Source: an optimization exercise on an open RTL-to-GDS flow (aim: small area). Production flows keep margins and buffers that such runs may drop. Only simulation tests tie the RTL to the original design; equivalence was not proved.

==> run H: inputs <==
==> flow/design.v <==
`timescale 1ns/1ps
module oq_queue
  #(parameter Q = 0)
   (
    input             clk,
    input             reset,
    input             wr_en,       
    input             mwr_en,      
    input [63:0]      din_data,
    input [2:0]       din_nb,      
    input             din_last,
    input [31:0]      din_user,
    input             tready,
    output [63:0]     tdata,
    output [7:0]      tstrb,
    output            tlast,
    output [31:0]     tuser,
    output            tvalid,
    output            prog_full,   
    output            meta_nf,     
    output            pkt_removed,
    output [31:0]     bytes_removed
    );
   localparam DROWS = 17;
   localparam MROWS = 5;
   reg [4:0] depth;     
   reg       empty;     
   reg [4:0] wptr, rptr;
   wire      inner_empty = (depth == 5'd0);
   wire      rd_en = tready & ~empty;
   wire      fifo_rd = ~inner_empty & (empty | rd_en);
   always @(posedge clk) begin
      if (reset) begin
         depth <= 5'd0;
         empty <= 1'b1;
         wptr  <= 5'd0;
         rptr  <= 5'd0;
      end
      else begin
         depth <= depth + {4'd0, wr_en} - {4'd0, fifo_rd};
         if (empty | rd_en) empty <= inner_empty;
         if (wr_en) wptr <= (wptr == DROWS-1) ? 5'd0 : wptr + 5'd1;
         if (rd_en) rptr <= (rptr == DROWS-1) ? 5'd0 : rptr + 5'd1;
      end
   end
   assign prog_full = depth[4] | depth[3];
   assign tvalid = ~empty;
   reg [67:0] dmem [0:DROWS-1];
   reg [67:0] drd;
   integer r;
   always @(posedge clk)
      for (r = 0; r < DROWS; r = r + 1)
         if (wr_en && wptr == r) dmem[r] <= {din_last, din_nb, din_data};
   always @(*) begin
      drd = 68'd0;
      for (r = 0; r < DROWS; r = r + 1)
         drd = drd | (dmem[r] & {68{rptr == r}});
   end
   wire [2:0]  nb = drd[66:64];
   assign tdata = drd[63:0];
   assign tlast = drd[67];
   assign tstrb = {nb == 3'd7, nb >= 3'd6, nb >= 3'd5, nb >= 3'd4,
                   nb >= 3'd3, nb >= 3'd2, nb >= 3'd1, 1'b1};
   reg [2:0] mdepth;    
   reg       mempty;
   reg [2:0] mwptr;
   reg [2:0] mhead;     
   reg       in_pkt;    
   wire      mrd_en = rd_en & ~in_pkt;
   wire      minner_empty = (mdepth == 3'd0);
   wire      mfifo_rd = ~minner_empty & (mempty | mrd_en);
   always @(posedge clk) begin
      if (reset) begin
         mdepth <= 3'd0;
         mempty <= 1'b1;
         mwptr  <= 3'd0;
         mhead  <= MROWS-1;
         in_pkt <= 1'b0;
      end
      else begin
         mdepth <= mdepth + {2'd0, mwr_en} - {2'd0, mfifo_rd};
         if (mempty | mrd_en) mempty <= minner_empty;
         if (mwr_en) mwptr <= (mwptr == MROWS-1) ? 3'd0 : mwptr + 3'd1;
         if (mfifo_rd) mhead <= (mhead == MROWS-1) ? 3'd0 : mhead + 3'd1;
         if (rd_en) in_pkt <= ~tlast;
      end
   end
   assign meta_nf = (mdepth >= 3'd3);
   reg [31:0] mmem [0:MROWS-1];
   reg [31:0] mrd;
   integer k;
   always @(posedge clk)
      for (k = 0; k < MROWS; k = k + 1)
         if (mwr_en && mwptr == k) mmem[k] <= din_user;
   always @(*) begin
      mrd = 32'd0;
      for (k = 0; k < MROWS; k = k + 1)
         mrd = mrd | (mmem[k] & {32{mhead == k}});
   end
   generate
      if (Q < 4) begin : known_dst
         assign tuser = mrd | (32'd1 << (24 + 2*Q));
      end
      else begin : any_dst
         assign tuser = mrd;
      end
   endgenerate
   assign pkt_removed = mrd_en;
   assign bytes_removed = {16'd0, mrd[15:0] & {16{mrd_en}}};
endmodule
module bram_output_queues
#(
    parameter C_M_AXIS_DATA_WIDTH=64,
    parameter C_S_AXIS_DATA_WIDTH=64,
    parameter C_M_AXIS_TUSER_WIDTH=32,
    parameter C_S_AXIS_TUSER_WIDTH=32,
    parameter C_S_AXI_DATA_WIDTH=32,
    parameter NUM_QUEUES=5
)
(
    input axi_aclk,
    input axi_resetn,
    input [C_S_AXIS_DATA_WIDTH - 1:0] s_axis_tdata,
    input [((C_S_AXIS_DATA_WIDTH / 8)) - 1:0] s_axis_tstrb,
    input [C_S_AXIS_TUSER_WIDTH-1:0] s_axis_tuser,
    input s_axis_tvalid,
    output reg s_axis_tready,
    input s_axis_tlast,
    output [C_M_AXIS_DATA_WIDTH - 1:0] m_axis_tdata_0,
    output [((C_M_AXIS_DATA_WIDTH / 8)) - 1:0] m_axis_tstrb_0,
    output [C_M_AXIS_TUSER_WIDTH-1:0] m_axis_tuser_0,
    output  m_axis_tvalid_0,
    input m_axis_tready_0,
    output  m_axis_tlast_0,
    output [C_M_AXIS_DATA_WIDTH - 1:0] m_axis_tdata_1,
    output [((C_M_AXIS_DATA_WIDTH / 8)) - 1:0] m_axis_tstrb_1,
    output [C_M_AXIS_TUSER_WIDTH-1:0] m_axis_tuser_1,
    output  m_axis_tvalid_1,
    input m_axis_tready_1,
    output  m_axis_tlast_1,
    output [C_M_AXIS_DATA_WIDTH - 1:0] m_axis_tdata_2,
    output [((C_M_AXIS_DATA_WIDTH / 8)) - 1:0] m_axis_tstrb_2,
    output [C_M_AXIS_TUSER_WIDTH-1:0] m_axis_tuser_2,
    output  m_axis_tvalid_2,
    input m_axis_tready_2,
    output  m_axis_tlast_2,
    output [C_M_AXIS_DATA_WIDTH - 1:0] m_axis_tdata_3,
    output [((C_M_AXIS_DATA_WIDTH / 8)) - 1:0] m_axis_tstrb_3,
    output [C_M_AXIS_TUSER_WIDTH-1:0] m_axis_tuser_3,
    output  m_axis_tvalid_3,
    input m_axis_tready_3,
    output  m_axis_tlast_3,
    output [C_M_AXIS_DATA_WIDTH - 1:0] m_axis_tdata_4,
    output [((C_M_AXIS_DATA_WIDTH / 8)) - 1:0] m_axis_tstrb_4,
    output [C_M_AXIS_TUSER_WIDTH-1:0] m_axis_tuser_4,
    output  m_axis_tvalid_4,
    input m_axis_tready_4,
    output  m_axis_tlast_4,
    output reg  [C_S_AXI_DATA_WIDTH-1:0] bytes_stored,
    output reg  [NUM_QUEUES-1:0]         pkt_stored,
    output [C_S_AXI_DATA_WIDTH-1:0]  bytes_removed_0,
    output [C_S_AXI_DATA_WIDTH-1:0]  bytes_removed_1,
    output [C_S_AXI_DATA_WIDTH-1:0]  bytes_removed_2,
    output [C_S_AXI_DATA_WIDTH-1:0]  bytes_removed_3,
    output [C_S_AXI_DATA_WIDTH-1:0]  bytes_removed_4,
    output                           pkt_removed_0,
    output                           pkt_removed_1,
    output                           pkt_removed_2,
    output                           pkt_removed_3,
    output                           pkt_removed_4,
    output reg [C_S_AXI_DATA_WIDTH-1:0]  bytes_dropped,
    output reg [NUM_QUEUES-1:0]          pkt_dropped
);
   localparam IDLE   = 2'd0;
   localparam WR_PKT = 2'd1;
   localparam DROP   = 2'd2;
   reg [NUM_QUEUES-1:0]          nearly_full;
   wire [NUM_QUEUES-1:0]         prog_full;
   reg [NUM_QUEUES-1:0]          metadata_nearly_full;
   wire [NUM_QUEUES-1:0]         meta_nf;
   reg [NUM_QUEUES-1:0]          wr_en;
   reg [NUM_QUEUES-1:0]          metadata_wr_en;
   reg [NUM_QUEUES-1:0]          cur_queue;
   wire [NUM_QUEUES-1:0]         oq;
   reg [1:0]                     state;
   reg                           first_word;
   wire [C_M_AXIS_DATA_WIDTH-1:0]     q_tdata [NUM_QUEUES-1:0];
   wire [C_M_AXIS_DATA_WIDTH/8-1:0]   q_tstrb [NUM_QUEUES-1:0];
   wire [C_M_AXIS_TUSER_WIDTH-1:0]    q_tuser [NUM_QUEUES-1:0];
   wire [NUM_QUEUES-1:0]              q_tlast, q_tvalid, q_tready, q_removed;
   wire [C_S_AXI_DATA_WIDTH-1:0]      q_bytes_removed [NUM_QUEUES-1:0];
   wire [2:0] in_nb;
   assign in_nb[2] = s_axis_tstrb[4];
   assign in_nb[1] = s_axis_tstrb[6] | (~s_axis_tstrb[4] & s_axis_tstrb[2]);
   assign in_nb[0] = s_axis_tstrb[7] | (~s_axis_tstrb[6] & s_axis_tstrb[5]) |
                     (~s_axis_tstrb[4] & s_axis_tstrb[3]) | (~s_axis_tstrb[2] & s_axis_tstrb[1]);
   assign q_tready = {m_axis_tready_4, m_axis_tready_3, m_axis_tready_2,
                      m_axis_tready_1, m_axis_tready_0};
   generate
   genvar i;
   for(i=0; i<NUM_QUEUES; i=i+1) begin: output_queues
      oq_queue #(.Q(i)) queue
        (.clk           (axi_aclk),
         .reset         (~axi_resetn),
         .wr_en         (wr_en[i]),
         .mwr_en        (metadata_wr_en[i]),
         .din_data      (s_axis_tdata),
         .din_nb        (in_nb),
         .din_last      (s_axis_tlast),
         .din_user      (s_axis_tuser),
         .tready        (q_tready[i]),
         .tdata         (q_tdata[i]),
         .tstrb         (q_tstrb[i]),
         .tlast         (q_tlast[i]),
         .tuser         (q_tuser[i]),
         .tvalid        (q_tvalid[i]),
         .prog_full     (prog_full[i]),
         .meta_nf       (meta_nf[i]),
         .pkt_removed   (q_removed[i]),
         .bytes_removed (q_bytes_removed[i]));
   end
   endgenerate
   localparam DST_POS = 24;
   assign oq = {s_axis_tuser[DST_POS + 1] | s_axis_tuser[DST_POS + 3] |
                s_axis_tuser[DST_POS + 5] | s_axis_tuser[DST_POS + 7],
                s_axis_tuser[DST_POS + 6], s_axis_tuser[DST_POS + 4],
                s_axis_tuser[DST_POS + 2], s_axis_tuser[DST_POS]};
   wire admit = ~|((nearly_full | metadata_nearly_full) & oq);
   wire idle_start = (state == IDLE) & s_axis_tvalid;
   always @(*) begin
      s_axis_tready  = (state != IDLE);
      wr_en          = (state == WR_PKT && s_axis_tvalid) ? cur_queue : {NUM_QUEUES{1'b0}};
      metadata_wr_en = first_word ? wr_en : {NUM_QUEUES{1'b0}};
   end
   always @(posedge axi_aclk) begin
      if(~axi_resetn) begin
         state <= IDLE;
         cur_queue <= 0;
         first_word <= 0;
         bytes_stored <= 0;
         pkt_stored <= 0;
         pkt_dropped <= 0;
         bytes_dropped <= 0;
      end
      else begin
         bytes_stored  <= 0;
         pkt_stored    <= 0;
         pkt_dropped   <= 0;
         bytes_dropped <= 0;
         case (state)
           IDLE: begin
              cur_queue <= oq;
              if (s_axis_tvalid) begin
                 if (admit) begin
                    state <= WR_PKT;
                    first_word <= 1'b1;
                    pkt_stored <= oq;
                    bytes_stored <= {16'd0, s_axis_tuser[15:0]};
                 end
                 else begin
                    state <= DROP;
                    pkt_dropped <= oq;
                    bytes_dropped <= {16'd0, s_axis_tuser[15:0]};
                 end
              end
           end
           WR_PKT: begin
              if (s_axis_tvalid) begin
                 first_word <= 1'b0;
                 if (s_axis_tlast) state <= IDLE;
              end
           end
           default: begin
              if (s_axis_tvalid & s_axis_tlast) state <= IDLE;
           end
         endcase
      end
      nearly_full <= prog_full;
      metadata_nearly_full <= meta_nf;
   end
   assign m_axis_tdata_0  = q_tdata[0];
   assign m_axis_tstrb_0  = q_tstrb[0];
   assign m_axis_tuser_0  = q_tuser[0];
   assign m_axis_tlast_0  = q_tlast[0];
   assign m_axis_tvalid_0 = q_tvalid[0];
   assign pkt_removed_0   = q_removed[0];
   assign bytes_removed_0 = q_bytes_removed[0];
   assign m_axis_tdata_1  = q_tdata[1];
   assign m_axis_tstrb_1  = q_tstrb[1];
   assign m_axis_tuser_1  = q_tuser[1];
   assign m_axis_tlast_1  = q_tlast[1];
   assign m_axis_tvalid_1 = q_tvalid[1];
   assign pkt_removed_1   = q_removed[1];
   assign bytes_removed_1 = q_bytes_removed[1];
   assign m_axis_tdata_2  = q_tdata[2];
   assign m_axis_tstrb_2  = q_tstrb[2];
   assign m_axis_tuser_2  = q_tuser[2];
   assign m_axis_tlast_2  = q_tlast[2];
   assign m_axis_tvalid_2 = q_tvalid[2];
   assign pkt_removed_2   = q_removed[2];
   assign bytes_removed_2 = q_bytes_removed[2];
   assign m_axis_tdata_3  = q_tdata[3];
   assign m_axis_tstrb_3  = q_tstrb[3];
   assign m_axis_tuser_3  = q_tuser[3];
   assign m_axis_tlast_3  = q_tlast[3];
   assign m_axis_tvalid_3 = q_tvalid[3];
   assign pkt_removed_3   = q_removed[3];
   assign bytes_removed_3 = q_bytes_removed[3];
   assign m_axis_tdata_4  = q_tdata[4];
   assign m_axis_tstrb_4  = q_tstrb[4];
   assign m_axis_tuser_4  = q_tuser[4];
   assign m_axis_tlast_4  = q_tlast[4];
   assign m_axis_tvalid_4 = q_tvalid[4];
   assign pkt_removed_4   = q_removed[4];
   assign bytes_removed_4 = q_bytes_removed[4];
endmodule
==> flow/run.sh <==
#!/bin/bash
# synth_recipe.tcl (not shown) runs the flow's synth.tcl, then flattens the netlist and writes it again
# the make line also repeats each setting of config.mk as NAME=value (left out here)
make -C /OpenROAD-flow-scripts/flow DESIGN_CONFIG=/design/flow/config.mk WORK_HOME=/design/flow/orfs CLKGATE_MAP_FILE= SYNTH_SCRIPT=/design/flow/synth_recipe.tcl finish
==> flow/config.mk <==
export PLATFORM = sky130hd
export DESIGN_NAME = bram_output_queues
export DESIGN_NICKNAME = bram_output_queues
export VERILOG_FILES = /design/flow/design.v
export SDC_FILE = /design/flow/constraint.sdc
export NUM_CORES = 4
export LEC_CHECK = 0
export CAP_MARGIN = 20
export CORE_MARGIN = 2
export CORE_UTILIZATION = 45
export SLEW_MARGIN = 20
==> flow/constraint.sdc <==
create_clock -name core_clock -period 5.0 [get_ports {axi_aclk}]
set_input_delay 1.0000 -clock core_clock [delete_from_list [all_inputs] [get_ports {axi_aclk}]]
set_output_delay 1.0000 -clock core_clock [all_outputs]
set_load 0.01 [all_outputs]
==> inputs of run B, as changes to run H <==
--- a/flow/design.v
+++ b/flow/design.v
@@ -25,7 +25,6 @@
    localparam MROWS = 5;
    reg [4:0] depth;     
    reg       empty;     
-   reg [4:0] wptr, rptr;
    wire      inner_empty = (depth == 5'd0);
    wire      rd_en = tready & ~empty;
    wire      fifo_rd = ~inner_empty & (empty | rd_en);
@@ -33,38 +32,56 @@
       if (reset) begin
          depth <= 5'd0;
          empty <= 1'b1;
-         wptr  <= 5'd0;
-         rptr  <= 5'd0;
       end
       else begin
          depth <= depth + {4'd0, wr_en} - {4'd0, fifo_rd};
          if (empty | rd_en) empty <= inner_empty;
-         if (wr_en) wptr <= (wptr == DROWS-1) ? 5'd0 : wptr + 5'd1;
-         if (rd_en) rptr <= (rptr == DROWS-1) ? 5'd0 : rptr + 5'd1;
       end
    end
    assign prog_full = depth[4] | depth[3];
    assign tvalid = ~empty;
-   reg [67:0] dmem [0:DROWS-1];
-   reg [67:0] drd;
+   reg [64:0] dmem [0:DROWS-1];
+   reg [64:0] drd;
    integer r;
    always @(posedge clk)
-      for (r = 0; r < DROWS; r = r + 1)
-         if (wr_en && wptr == r) dmem[r] <= {din_last, din_nb, din_data};
+      if (wr_en) begin
+         dmem[0] <= {din_last, din_data};
+         for (r = 1; r < DROWS; r = r + 1)
+            dmem[r] <= dmem[r-1];
+      end
    always @(*) begin
-      drd = 68'd0;
+      drd = 65'd0;
       for (r = 0; r < DROWS; r = r + 1)
-         drd = drd | (dmem[r] & {68{rptr == r}});
+         drd = drd | (dmem[r] & {65{depth == r}});
    end
-   wire [2:0]  nb = drd[66:64];
    assign tdata = drd[63:0];
-   assign tlast = drd[67];
-   assign tstrb = {nb == 3'd7, nb >= 3'd6, nb >= 3'd5, nb >= 3'd4,
-                   nb >= 3'd3, nb >= 3'd2, nb >= 3'd1, 1'b1};
+   assign tlast = drd[64];
+   localparam NROWS = 6;
+   reg [2:0] nbmem [0:NROWS-1];
+   reg [2:0] pkts;
+   reg [2:0] nb;
+   wire      last_wr = wr_en & din_last;
+   always @(posedge clk) begin
+      if (last_wr) begin
+         nbmem[0] <= din_nb;
+         for (r = 1; r < NROWS; r = r + 1)
+            nbmem[r] <= nbmem[r-1];
+      end
+      if (reset)
+         pkts <= 3'd0;
+      else
+         pkts <= pkts + {2'd0, last_wr} - {2'd0, rd_en & tlast};
+   end
+   always @(*) begin
+      nb = 3'd0;
+      for (r = 0; r < NROWS; r = r + 1)
+         nb = nb | (nbmem[r] & {3{pkts == r + 1}});
+   end
+   assign tstrb = tlast ? {nb == 3'd7, nb >= 3'd6, nb >= 3'd5, nb >= 3'd4,
+                           nb >= 3'd3, nb >= 3'd2, nb >= 3'd1, 1'b1}
+                        : 8'hff;
    reg [2:0] mdepth;    
    reg       mempty;
-   reg [2:0] mwptr;
-   reg [2:0] mhead;     
    reg       in_pkt;    
    wire      mrd_en = rd_en & ~in_pkt;
    wire      minner_empty = (mdepth == 3'd0);
@@ -73,15 +90,11 @@
       if (reset) begin
          mdepth <= 3'd0;
          mempty <= 1'b1;
-         mwptr  <= 3'd0;
-         mhead  <= MROWS-1;
          in_pkt <= 1'b0;
       end
       else begin
          mdepth <= mdepth + {2'd0, mwr_en} - {2'd0, mfifo_rd};
          if (mempty | mrd_en) mempty <= minner_empty;
-         if (mwr_en) mwptr <= (mwptr == MROWS-1) ? 3'd0 : mwptr + 3'd1;
-         if (mfifo_rd) mhead <= (mhead == MROWS-1) ? 3'd0 : mhead + 3'd1;
          if (rd_en) in_pkt <= ~tlast;
       end
    end
@@ -90,12 +103,15 @@
    reg [31:0] mrd;
    integer k;
    always @(posedge clk)
-      for (k = 0; k < MROWS; k = k + 1)
-         if (mwr_en && mwptr == k) mmem[k] <= din_user;
+      if (mwr_en) begin
+         mmem[0] <= din_user;
+         for (k = 1; k < MROWS; k = k + 1)
+            mmem[k] <= mmem[k-1];
+      end
    always @(*) begin
       mrd = 32'd0;
       for (k = 0; k < MROWS; k = k + 1)
-         mrd = mrd | (mmem[k] & {32{mhead == k}});
+         mrd = mrd | (mmem[k] & {32{mdepth == k}});
    end
    generate
       if (Q < 4) begin : known_dst
@@ -156,8 +172,8 @@
     output  m_axis_tvalid_4,
     input m_axis_tready_4,
     output  m_axis_tlast_4,
-    output reg  [C_S_AXI_DATA_WIDTH-1:0] bytes_stored,
-    output reg  [NUM_QUEUES-1:0]         pkt_stored,
+    output      [C_S_AXI_DATA_WIDTH-1:0] bytes_stored,
+    output      [NUM_QUEUES-1:0]         pkt_stored,
     output [C_S_AXI_DATA_WIDTH-1:0]  bytes_removed_0,
     output [C_S_AXI_DATA_WIDTH-1:0]  bytes_removed_1,
     output [C_S_AXI_DATA_WIDTH-1:0]  bytes_removed_2,
@@ -168,8 +184,8 @@
     output                           pkt_removed_2,
     output                           pkt_removed_3,
     output                           pkt_removed_4,
-    output reg [C_S_AXI_DATA_WIDTH-1:0]  bytes_dropped,
-    output reg [NUM_QUEUES-1:0]          pkt_dropped
+    output     [C_S_AXI_DATA_WIDTH-1:0]  bytes_dropped,
+    output     [NUM_QUEUES-1:0]          pkt_dropped
 );
    localparam IDLE   = 2'd0;
    localparam WR_PKT = 2'd1;
@@ -232,21 +248,23 @@
       wr_en          = (state == WR_PKT && s_axis_tvalid) ? cur_queue : {NUM_QUEUES{1'b0}};
       metadata_wr_en = first_word ? wr_en : {NUM_QUEUES{1'b0}};
    end
+   reg        stored_flag, dropped_flag;
+   reg [15:0] last_bytes;
+   assign pkt_stored    = cur_queue & {NUM_QUEUES{stored_flag}};
+   assign pkt_dropped   = cur_queue & {NUM_QUEUES{dropped_flag}};
+   assign bytes_stored  = {16'd0, last_bytes & {16{stored_flag}}};
+   assign bytes_dropped = {16'd0, last_bytes & {16{dropped_flag}}};
    always @(posedge axi_aclk) begin
       if(~axi_resetn) begin
          state <= IDLE;
          cur_queue <= 0;
          first_word <= 0;
-         bytes_stored <= 0;
-         pkt_stored <= 0;
-         pkt_dropped <= 0;
-         bytes_dropped <= 0;
+         stored_flag <= 0;
+         dropped_flag <= 0;
       end
       else begin
-         bytes_stored  <= 0;
-         pkt_stored    <= 0;
-         pkt_dropped   <= 0;
-         bytes_dropped <= 0;
+         stored_flag  <= idle_start & admit;
+         dropped_flag <= idle_start & ~admit;
          case (state)
            IDLE: begin
               cur_queue <= oq;
@@ -254,13 +272,9 @@
                  if (admit) begin
                     state <= WR_PKT;
                     first_word <= 1'b1;
-                    pkt_stored <= oq;
-                    bytes_stored <= {16'd0, s_axis_tuser[15:0]};
                  end
                  else begin
                     state <= DROP;
-                    pkt_dropped <= oq;
-                    bytes_dropped <= {16'd0, s_axis_tuser[15:0]};
                  end
               end
            end
@@ -275,6 +289,7 @@
            end
          endcase
       end
+      last_bytes <= s_axis_tuser[15:0];
       nearly_full <= prog_full;
       metadata_nearly_full <= meta_nf;
    end
==> flow/flow/run.sh (new file) <==
#!/bin/bash
# Layout flow: the standard ORFS flow (standard.sh) with these changes.
#  * Synthesis: the standard flow's synthesis script (synth_recipe.tcl) unchanged, except
#    that the final ABC technology mapping uses an area-oriented script
#    (flow/area.abc) instead of ORFS's speed script. Registers are mapped by
#    dfflibmap before ABC runs, so they are the standard synthesis's.
#  * Port buffers: every input and output port still gets a buffer, but a
#    buf_1 rather than the cell buffer_ports picks by itself.
#  * CTS: no dummy loads; clusters of at most 18 sinks driven by clkbuf_8.
# Each tool's output goes to the ORFS logs under orfs/logs; make's output goes
# to flow.log in this folder.
set -euo pipefail
HERE=$(pwd)
sed -e "s#@ABC_SCRIPT@#$HERE/flow/area.abc#" flow/synth.tcl > synth_area.tcl
bash standard.sh SYNTH_SCRIPT=$HERE/synth_area.tcl \
  "BUFFER_PORTS_ARGS=-buffer_cell sky130_fd_sc_hd__buf_1" \
  "CTS_ARGS=-sink_clustering_enable -repair_clock_nets -dont_use_dummy_load -sink_clustering_size 18 -sink_clustering_max_diameter 50 -buf_list {sky130_fd_sc_hd__clkbuf_8}" \
  finish > flow.log 2>&1
==> flow/flow/area.abc (new file) <==
&get -n
&st
&dch
&nf -R 1000 -F 8 -A 8 -C 32
&put
==> flow/flow/synth.tcl (new file) <==
# synth_recipe.tcl with the ABC mapping script replaced.
proc synth {args} { yosys synth -nofsm -noshare {*}$args }
proc abc {args} {
  set i [lsearch -exact $args -script]
  if {$i >= 0} { lset args [expr {$i + 1}] @ABC_SCRIPT@ }
  yosys abc {*}$args
}
source $::env(SCRIPTS_DIR)/synth.tcl
# left out here: clear keep_hierarchy, flatten, clean up, hide names made inside functions, write 1_2_yosys.v
==> flow/standard.sh (new file) <==
#!/bin/bash
# synth_recipe.tcl (not shown) runs the flow's synth.tcl, then flattens the netlist and writes it again
# the make line also repeats each setting of config.mk as NAME=value (left out here)
make -C /OpenROAD-flow-scripts/flow DESIGN_CONFIG=/design/flow/config.mk WORK_HOME=/design/flow/orfs CLKGATE_MAP_FILE= SYNTH_SCRIPT=/design/flow/synth_recipe.tcl "${@:-finish}"
Settings changed: CAP_MARGIN 20 to 0, SLEW_MARGIN 20 to 0.
removed: flow/run.sh
==> inputs of run C, as changes to run H <==
--- a/flow/design.v
+++ b/flow/design.v
@@ -25,7 +25,6 @@
    localparam MROWS = 5;
    reg [4:0] depth;     
    reg       empty;     
-   reg [4:0] wptr, rptr;
    wire      inner_empty = (depth == 5'd0);
    wire      rd_en = tready & ~empty;
    wire      fifo_rd = ~inner_empty & (empty | rd_en);
@@ -33,38 +32,56 @@
       if (reset) begin
          depth <= 5'd0;
          empty <= 1'b1;
-         wptr  <= 5'd0;
-         rptr  <= 5'd0;
       end
       else begin
          depth <= depth + {4'd0, wr_en} - {4'd0, fifo_rd};
          if (empty | rd_en) empty <= inner_empty;
-         if (wr_en) wptr <= (wptr == DROWS-1) ? 5'd0 : wptr + 5'd1;
-         if (rd_en) rptr <= (rptr == DROWS-1) ? 5'd0 : rptr + 5'd1;
       end
    end
    assign prog_full = depth[4] | depth[3];
    assign tvalid = ~empty;
-   reg [67:0] dmem [0:DROWS-1];
-   reg [67:0] drd;
+   reg [64:0] dmem [0:DROWS-1];
+   reg [64:0] drd;
    integer r;
    always @(posedge clk)
-      for (r = 0; r < DROWS; r = r + 1)
-         if (wr_en && wptr == r) dmem[r] <= {din_last, din_nb, din_data};
+      if (wr_en) begin
+         dmem[0] <= {din_last, din_data};
+         for (r = 1; r < DROWS; r = r + 1)
+            dmem[r] <= dmem[r-1];
+      end
    always @(*) begin
-      drd = 68'd0;
+      drd = 65'd0;
       for (r = 0; r < DROWS; r = r + 1)
-         drd = drd | (dmem[r] & {68{rptr == r}});
+         drd = drd | (dmem[r] & {65{depth == r}});
    end
-   wire [2:0]  nb = drd[66:64];
    assign tdata = drd[63:0];
-   assign tlast = drd[67];
-   assign tstrb = {nb == 3'd7, nb >= 3'd6, nb >= 3'd5, nb >= 3'd4,
-                   nb >= 3'd3, nb >= 3'd2, nb >= 3'd1, 1'b1};
+   assign tlast = drd[64];
+   localparam NROWS = 6;
+   reg [2:0] nbmem [0:NROWS-1];
+   reg [2:0] pkts;
+   reg [2:0] nb;
+   wire      last_wr = wr_en & din_last;
+   always @(posedge clk) begin
+      if (last_wr) begin
+         nbmem[0] <= din_nb;
+         for (r = 1; r < NROWS; r = r + 1)
+            nbmem[r] <= nbmem[r-1];
+      end
+      if (reset)
+         pkts <= 3'd0;
+      else
+         pkts <= pkts + {2'd0, last_wr} - {2'd0, rd_en & tlast};
+   end
+   always @(*) begin
+      nb = 3'd0;
+      for (r = 0; r < NROWS; r = r + 1)
+         nb = nb | (nbmem[r] & {3{pkts == r + 1}});
+   end
+   assign tstrb = tlast ? {nb == 3'd7, nb >= 3'd6, nb >= 3'd5, nb >= 3'd4,
+                           nb >= 3'd3, nb >= 3'd2, nb >= 3'd1, 1'b1}
+                        : 8'hff;
    reg [2:0] mdepth;    
    reg       mempty;
-   reg [2:0] mwptr;
-   reg [2:0] mhead;     
    reg       in_pkt;    
    wire      mrd_en = rd_en & ~in_pkt;
    wire      minner_empty = (mdepth == 3'd0);
@@ -73,15 +90,11 @@
       if (reset) begin
          mdepth <= 3'd0;
          mempty <= 1'b1;
-         mwptr  <= 3'd0;
-         mhead  <= MROWS-1;
          in_pkt <= 1'b0;
       end
       else begin
          mdepth <= mdepth + {2'd0, mwr_en} - {2'd0, mfifo_rd};
          if (mempty | mrd_en) mempty <= minner_empty;
-         if (mwr_en) mwptr <= (mwptr == MROWS-1) ? 3'd0 : mwptr + 3'd1;
-         if (mfifo_rd) mhead <= (mhead == MROWS-1) ? 3'd0 : mhead + 3'd1;
          if (rd_en) in_pkt <= ~tlast;
       end
    end
@@ -90,12 +103,15 @@
    reg [31:0] mrd;
    integer k;
    always @(posedge clk)
-      for (k = 0; k < MROWS; k = k + 1)
-         if (mwr_en && mwptr == k) mmem[k] <= din_user;
+      if (mwr_en) begin
+         mmem[0] <= din_user;
+         for (k = 1; k < MROWS; k = k + 1)
+            mmem[k] <= mmem[k-1];
+      end
    always @(*) begin
       mrd = 32'd0;
       for (k = 0; k < MROWS; k = k + 1)
-         mrd = mrd | (mmem[k] & {32{mhead == k}});
+         mrd = mrd | (mmem[k] & {32{mdepth == k}});
    end
    generate
       if (Q < 4) begin : known_dst
==> flow/flow/run.sh (new file) <==
#!/bin/bash
# Standard layout, unchanged.
bash standard.sh > standard.log 2>&1
==> flow/standard.sh (new file) <==
#!/bin/bash
# synth_recipe.tcl (not shown) runs the flow's synth.tcl, then flattens the netlist and writes it again
# the make line also repeats each setting of config.mk as NAME=value (left out here)
make -C /OpenROAD-flow-scripts/flow DESIGN_CONFIG=/design/flow/config.mk WORK_HOME=/design/flow/orfs CLKGATE_MAP_FILE= SYNTH_SCRIPT=/design/flow/synth_recipe.tcl "${@:-finish}"
removed: flow/run.sh
==> comparison <==
Non-clock buffer count: run H > run C > run B. Of run B and run H, run H has the higher cell count (gap about 16%, measured against run H). The lowest core utilization belongs to run B, the highest to run H. Critical path depth, highest first: run B, run H, run C. Clock skew, lowest first: run H, run C, run B. The highest hold slack belongs to run C, the lowest to run H.

## port drivers added, routing unchanged
The results above use ideal ports. As a check the final layouts listed here were re-extracted and re-timed, cells and wires unchanged.
Step 1 sets driving cells, clkbuf_16 on the clock port and buf_2 on the other inputs (assumed; they add their load-dependent delay and slew).
Step 2, shift: input delay + t, output delay - t, t = (earliest + latest rising clock arrival at the registers) / 2. This alone moves slack from input paths to output paths.
a / b / c = ideal / step 1 / step 2; a / b = the first two.
| run | shift t [ns] | slack for setup (ns) | pins driven straight from the clock port |
|---|---|---|---|
| run H | 1.246 | 0.045 / -0.085 / -0.179 | 1 |
| run B | 1.308 | 0.120 / -0.005 / 0.275 | 1 |
| run C | 1.205 | 0.033 / -0.080 / 0.728 | 1 |
With both steps, setup timing fails in run H, where it was met with ideal ports. The setup slack of run H, which loses most, moves by -0.130 ns with the drivers and by -0.224 ns with both steps.
